This is an optimization exercise on Yosys and OpenROAD, whose aim is small area, not a production implementation. At most, simulation tests tie the RTL to the original design; equivalence was not proved.

==> job 8316 <==
==> flow/design.v <==
`timescale 1ns / 1ps
`timescale 1ns / 1ps
`timescale 1ns / 1ps
`timescale 1ns / 1ps
`timescale 1ns / 1ps
`timescale 1ns / 1ps
`timescale 1ns / 1ps
module uart_wb_bridge (
                       input wire         clk,
                       input wire         rst,
                       input wire         rx,
                       output wire        tx,
                       output wire [31:0] wb_adr_o,
                       output wire [31:0] wb_dat_o,
                       output wire [3:0]  wb_sel_o,
                       output wire        wb_we_o,
                       output wire        wb_cyc_o,
                       output wire        wb_stb_o,
                       input wire [31:0]  wb_dat_i,
                       input wire         wb_ack_i,
                       input wire         wb_err_i,
                       input wire         wb_rty_i
                       );
   localparam [9:0] T_FULL = 10'd867;
   localparam [9:0] T_HALF = 10'd433;
   localparam [2:0] P_IDLE  = 3'd0,   
                    P_HDR   = 3'd1,   
                    P_ADDR  = 3'd2,   
                    P_WDATA = 3'd3,   
                    P_REQ   = 3'd4,   
                    P_TX    = 3'd5;   
   localparam [3:0] B_IDLE  = 4'd0,
                    B_START = 4'd1,   
                    B_STOP  = 4'd10,
                    B_WAIT  = 4'd11;  
   reg [2:0]  pst;
   reg [3:0]  ph;
   reg [9:0]  tmr;
   reg [1:0]  bcnt;
   reg [7:0]  len;
   reg        cy;
   reg        zf;
   reg [31:0] adr;
   reg [31:0] dat;
   reg [3:0]  sel;
   reg        we;
   wire txm  = (pst == P_TX);
   wire tdone = (tmr == 10'd0);
   wire in_data = (ph >= 4'd2) && (ph <= 4'd9);
   wire bitstb = tdone && in_data;
   wire start_go = (ph == B_IDLE) && (txm || !rx);
   wire stop_end = tdone && (ph == B_STOP);
   wire rcv  = stop_end && !txm && rx;
   wire rerr = !txm && tdone && (((ph == B_STOP) && !rx) || ((ph == B_START) && rx));
   wire sent = txm && tdone && (ph == 4'd9);
   wire last = (len[7:1] == 7'd0);
   wire resp = wb_ack_i || wb_err_i || wb_rty_i;
   wire byte4 = (bcnt == 2'd3);
   wire fin  = sent && byte4 && last;
   always @(posedge clk or posedge rst)
     if (rst)
       ph <= B_IDLE;
     else if (ph == B_IDLE) begin
        if (start_go) ph <= B_START;
     end else if (ph == B_WAIT) begin
        if (rx) ph <= B_IDLE;
     end else if (tdone) begin
        if (ph == B_START)
          ph <= (!txm && rx) ? B_WAIT : 4'd2;
        else if (ph == 4'd9)
          ph <= fin ? B_IDLE : B_STOP;
        else if (ph == B_STOP)
          ph <= txm ? B_START : B_WAIT;
        else
          ph <= ph + 4'd1;
     end
   always @(posedge clk)
     if (start_go && !txm)
       tmr <= T_HALF;
     else if (start_go || tdone)
       tmr <= T_FULL;
     else
       tmr <= tmr - 10'd1;
   always @(posedge clk or posedge rst)
     if (rst)
       pst <= P_IDLE;
     else
       case (pst)
         P_IDLE:
           if (rcv && dat[31:24] == 8'hCA) pst <= P_HDR;
         P_HDR:
           if (rerr) pst <= P_IDLE;
           else if (rcv && byte4)
             pst <= (dat[19:16] == 4'h1 || dat[19:16] == 4'h2) ? P_ADDR : P_IDLE;
         P_ADDR:
           if (rerr) pst <= P_IDLE;
           else if (rcv && byte4)
             pst <= !we ? P_REQ : (len == 8'd0) ? P_IDLE : P_WDATA;
         P_WDATA:
           if (rerr) pst <= P_IDLE;
           else if (rcv && byte4) pst <= P_REQ;
         P_REQ:
           if (resp) pst <= !we ? P_TX : last ? P_IDLE : P_WDATA;
         P_TX:
           if (sent && byte4) pst <= last ? P_IDLE : P_REQ;
         default:
           pst <= P_IDLE;
       endcase
   always @(posedge clk)
     if (pst == P_IDLE)
       bcnt <= 2'd2;
     else if (rcv || sent)
       bcnt <= bcnt + 2'd1;
   always @(posedge clk)
     if (pst == P_HDR && rcv && byte4) begin
        len <= dat[31:24];
        sel <= dat[23:20];
        we  <= (dat[19:16] == 4'h1);
     end else if ((pst == P_REQ && resp && we) || (sent && byte4))
       len <= len - 8'd1;
   always @(posedge clk)
     if (pst == P_REQ && wb_ack_i && !we)
       dat <= wb_dat_i;
     else if (bitstb && pst != P_ADDR)
       dat <= {rx, dat[31:1]};
   always @(posedge clk)
     if (pst == P_REQ && resp)
       zf <= !wb_ack_i;
   wire low2 = (bcnt == 2'd0) && (ph == 4'd2 || ph == 4'd3);
   wire ain = (pst == P_ADDR) ? rx : (adr[0] ^ (cy && !low2));
   always @(posedge clk)
     if (bitstb && (pst == P_ADDR || pst == P_WDATA || pst == P_TX))
       adr <= {ain, adr[31:1]};
   always @(posedge clk)
     if (pst == P_REQ && resp)
       cy <= 1'b1;
     else if (pst == P_ADDR)
       cy <= 1'b0;
     else if (bitstb && !low2)
       cy <= cy & adr[0];
   assign tx = !(txm && (ph == B_START || (in_data && (zf || !dat[0]))));
   assign wb_adr_o = adr;
   assign wb_dat_o = dat;
   assign wb_sel_o = sel;
   assign wb_we_o  = we;
   assign wb_cyc_o = (pst == P_REQ);
   assign wb_stb_o = (pst == P_REQ);
endmodule
==> flow/run.sh <==
#!/bin/bash
# synth_recipe.tcl (not shown) runs the flow's synth.tcl, then flattens the netlist and writes it again
# the make line also repeats each setting of config.mk as NAME=value (left out here)
make -C /OpenROAD-flow-scripts/flow DESIGN_CONFIG=/design/flow/config.mk WORK_HOME=/design/flow/orfs CLKGATE_MAP_FILE= SYNTH_SCRIPT=/design/flow/synth_recipe.tcl finish
==> flow/config.mk <==
export PLATFORM = sky130hd
export DESIGN_NAME = uart_wb_bridge
export DESIGN_NICKNAME = uart_wb_bridge
export VERILOG_FILES = /design/flow/design.v
export SDC_FILE = /design/flow/constraint.sdc
export NUM_CORES = 4
export LEC_CHECK = 0
export CAP_MARGIN = 20
export CORE_MARGIN = 2
export CORE_UTILIZATION = 40
export SLEW_MARGIN = 20
==> flow/constraint.sdc <==
create_clock -name core_clock -period 10.0 [get_ports {clk}]
set_input_delay 2.0000 -clock core_clock [delete_from_list [all_inputs] [get_ports {clk}]]
set_output_delay 2.0000 -clock core_clock [all_outputs]
set_load 0.01 [all_outputs]
==> job 5943: changes against job 8316 <==
==> flow/design.v (replaced) <==
`timescale 1ns / 1ps
`timescale 1ns / 1ps
`timescale 1ns / 1ps
`timescale 1ns / 1ps
`timescale 1ns / 1ps
`timescale 1ns / 1ps
`timescale 1ns / 1ps
module uart_wb_bridge (
                       input wire         clk,
                       input wire         rst,
                       input wire         rx,
                       output wire        tx,
                       output wire [31:0] wb_adr_o,
                       output wire [31:0] wb_dat_o,
                       output wire [3:0]  wb_sel_o,
                       output wire        wb_we_o,
                       output wire        wb_cyc_o,
                       output wire        wb_stb_o,
                       input wire [31:0]  wb_dat_i,
                       input wire         wb_ack_i,
                       input wire         wb_err_i,
                       input wire         wb_rty_i
                       );
   localparam [9:0] T_END  = 10'b0010100110;
   localparam [9:0] T_HALF = 10'b0010111111;
   localparam [9:0] T_FULL = 10'b0011111111;
   localparam [2:0] P_IDLE  = 3'b000,   
                    P_HDR   = 3'b001,   
                    P_ADDR  = 3'b011,   
                    P_WDATA = 3'b010,   
                    P_REQ   = 3'b100,   
                    P_TX    = 3'b101;   
   localparam [3:0] B_IDLE  = 4'b0000,
                    B_START = 4'b0001,   
                    B_D0    = 4'b1000,
                    B_D7    = 4'b1111,
                    B_STOP  = 4'b0010,
                    B_WAIT  = 4'b0011;   
   reg [2:0]  pst;
   reg [3:0]  ph;
   reg [9:0]  tmr;
   reg [1:0]  bcnt;
   reg [7:0]  len;
   reg        cy;      
   reg        bw;      
   reg [31:0] adr;
   reg [31:0] dat;
   reg [3:0]  sel;
   reg        we;
   wire txm    = (pst == P_TX);
   wire tdone  = (tmr == T_END);
   wire bitstb = tdone && ph[3];
   wire bend   = tdone && (ph == B_D7);
   wire rcv    = tdone && (ph == B_STOP) && rx;
   wire rerr   = tdone && (((ph == B_STOP) && !rx) || ((ph == B_START) && rx));
   wire last   = (len == 8'd0) || bw;
   wire resp   = wb_ack_i || wb_err_i || wb_rty_i;
   wire rx4    = (bcnt == 2'd0);         
   wire tx4    = (bcnt == 2'd3);         
   wire fin    = txm && tx4 && last;
   always @(posedge clk or posedge rst)
     if (rst)
       ph <= B_IDLE;
     else if (ph == B_IDLE) begin
        if (txm || !rx) ph <= B_START;
     end else if (ph == B_WAIT) begin
        if (rx) ph <= B_IDLE;
     end else if (tdone) begin
        if (ph == B_START)
          ph <= (!txm && rx) ? B_WAIT : B_D0;
        else if (ph == B_D7)
          ph <= fin ? B_WAIT : B_STOP;
        else if (ph == B_STOP)
          ph <= B_WAIT;
        else
          ph <= ph + 4'd1;
     end
   always @(posedge clk)
     if (ph == B_IDLE && !txm)
       tmr <= T_HALF;
     else if (ph == B_IDLE || tdone)
       tmr <= T_FULL;
     else
       tmr <= {tmr[8:0], tmr[9] ^ tmr[6]};
   always @(posedge clk or posedge rst)
     if (rst)
       pst <= P_IDLE;
     else
       case (pst)
         P_IDLE:
           if (rcv && dat[31:24] == 8'hCA) pst <= P_HDR;
         P_HDR:
           if (rerr) pst <= P_IDLE;
           else if (rcv && rx4)
             pst <= (dat[19:16] == 4'h1 || dat[19:16] == 4'h2) ? P_ADDR : P_IDLE;
         P_ADDR:
           if (rerr) pst <= P_IDLE;
           else if (rcv && rx4)
             pst <= !we ? P_REQ : last ? P_IDLE : P_WDATA;
         P_WDATA:
           if (rerr) pst <= P_IDLE;
           else if (rcv && rx4) pst <= P_REQ;
         P_REQ:
           if (resp) pst <= !we ? P_TX : last ? P_IDLE : P_WDATA;
         P_TX:
           if (bend && tx4) pst <= last ? P_IDLE : P_REQ;
         default:
           pst <= P_IDLE;
       endcase
   always @(posedge clk)
     if (pst == P_IDLE)
       bcnt <= 2'd2;
     else if (bend)
       bcnt <= bcnt + 2'd1;
   always @(posedge clk)
     if (pst == P_HDR) begin
        sel <= dat[23:20];
        we  <= (dat[19:16] == 4'h1);
     end
   wire din = rx && (pst == P_IDLE || pst == P_HDR || pst == P_WDATA);
   wire dld = (pst == P_REQ) && wb_ack_i && !we;
   wire nsh = !bitstb;
   always @(posedge clk)
     dat <= ({32{bitstb}} & {din, dat[31:1]}) | ({32{nsh}} & dat) |
            ({32{dld}} & wb_dat_i);
   wire byte0 = (bcnt == 2'd0);
   wire lin = (pst == P_IDLE || pst == P_HDR) ? rx : (len[0] ^ (bw && byte0));
   always @(posedge clk)
     if (bitstb)
       len <= {lin, len[7:1]};
   always @(posedge clk)
     if ((pst == P_ADDR && rcv && rx4) || (pst == P_REQ && resp))
       bw <= 1'b1;
     else if (pst == P_IDLE)
       bw <= 1'b0;
     else if (bitstb && byte0)
       bw <= bw & !len[0];
   wire low2 = byte0 && (ph[3:1] == 3'b100);
   wire ain = (pst == P_ADDR) ? rx : (adr[0] ^ (cy && !low2));
   always @(posedge clk)
     if (bitstb)
       adr <= {ain, adr[31:1]};
   always @(posedge clk)
     if (pst == P_REQ && resp)
       cy <= 1'b1;
     else if (pst == P_ADDR)
       cy <= 1'b0;
     else if (bitstb && !low2)
       cy <= cy & adr[0];
   assign tx = !(txm && (ph == B_START || (ph[3] && !dat[0])));
   assign wb_adr_o = adr;
   assign wb_dat_o = dat;
   assign wb_sel_o = sel;
   assign wb_we_o  = we;
   assign wb_cyc_o = (pst == P_REQ);
   assign wb_stb_o = (pst == P_REQ);
endmodule
==> flow/flow/run.sh (new file) <==
#!/bin/bash
# Own layout flow: the standard layout (standard.sh, unchanged synthesis
# and steps), except that the port buffers use the smallest buffer cell
# (sky130_fd_sc_hd__buf_1) instead of the default pick.  Every port still
# gets its own buffer.  The full tool output goes to standard.log here; the
# per-step ORFS logs stay under orfs/logs/.
set -euo pipefail
bash standard.sh \
  "BUFFER_PORTS_ARGS=-buffer_cell sky130_fd_sc_hd__buf_1" \
  finish > standard.log 2>&1
==> flow/standard.sh (new file) <==
#!/bin/bash
# synth_recipe.tcl (not shown) runs the flow's synth.tcl, then flattens the netlist and writes it again
# the make line also repeats each setting of config.mk as NAME=value (left out here)
make -C /OpenROAD-flow-scripts/flow DESIGN_CONFIG=/design/flow/config.mk WORK_HOME=/design/flow/orfs CLKGATE_MAP_FILE= SYNTH_SCRIPT=/design/flow/synth_recipe.tcl "${@:-finish}"
removed: flow/run.sh
==> flow_summary_export.csv <==
group,metric,value,unit
floorplanning,start_util,41.15,%
clock_network,ctsRootBufferMaster,"clkbuf_8",
run_status,outcome,"timing/DRC/antenna clean",
yosys,ys_seq_area_share,60.84,%
global_route,grt_pass1_vias,3006,
timing,worst_slew_pin_slew,715.5,ps
power_and_ir_drop,swShare,26.55,%
cells_and_area,syn2layout_area_growth,17.05,%
yosys,synth_nets,442,
global_route,met2_usage,24.09,%
route,drtIter0Drc,229,
The numbers above come from job 5943.

==> flow_summary_export.csv <==
group,metric,value,unit
power_and_ir_drop,p_comb,170,µW
clock_network,ctsRootBufferMaster,"clkbuf_16",
power_and_ir_drop,swShare,28.34,%
cells_and_area,final-clk-cell-share,4.748,%
run_status,outcome,"timing/DRC/antenna clean",
clock_network,cts_max_level,3,
cells_and_area,antenna-diode-count,0,
yosys,ys_seq_area_share,61.68,%
route,drtIter0Drc,120,
global_route,grt_pass1_vias,3207,
cells_and_area,syn2layout_area_growth,33.43,%
global_route,met2_usage,28.48,%
cells_and_area,reg_top3,"adr x32, dat x32, tmr x10",
route,vias,3108,
The numbers above come from job 8316.

Only the layout flow was run in job 5943; the RTL was not checked for function there.

-- what the ideal ports hide --
No port has a modelled driver above. Below, the same layouts with a new extraction and two added sets of constraints. Step 1: set_driving_cell puts a clkbuf_16 on clk and a buf_2 on each other input, an assumption about the parent block. Step 2, shift: input delay + t, output delay - t, t = (earliest + latest rising clock arrival at the registers) / 2. This alone moves slack from input paths to output paths. Slacks: ideal / step 1 / step 2; pairs: ideal / step 1.
run | shift t [ns] | slack for setup (ns) | worst setup path after step 2 | worst slew at a driven data input, ns | cell pins on the clock port's net
job 8316 | 0.376 | 5.645 / 5.607 / 5.380 | input to register | 0.04 | 1
job 5943 | 0.393 | 6.202 / 6.168 / 6.249 | input to register | 0.05 | 1
After both steps setup and hold are still met in every run listed. For job 8316, which loses most, drivers alone change the setup slack by -0.038 ns; drivers and shift together by -0.265 ns.
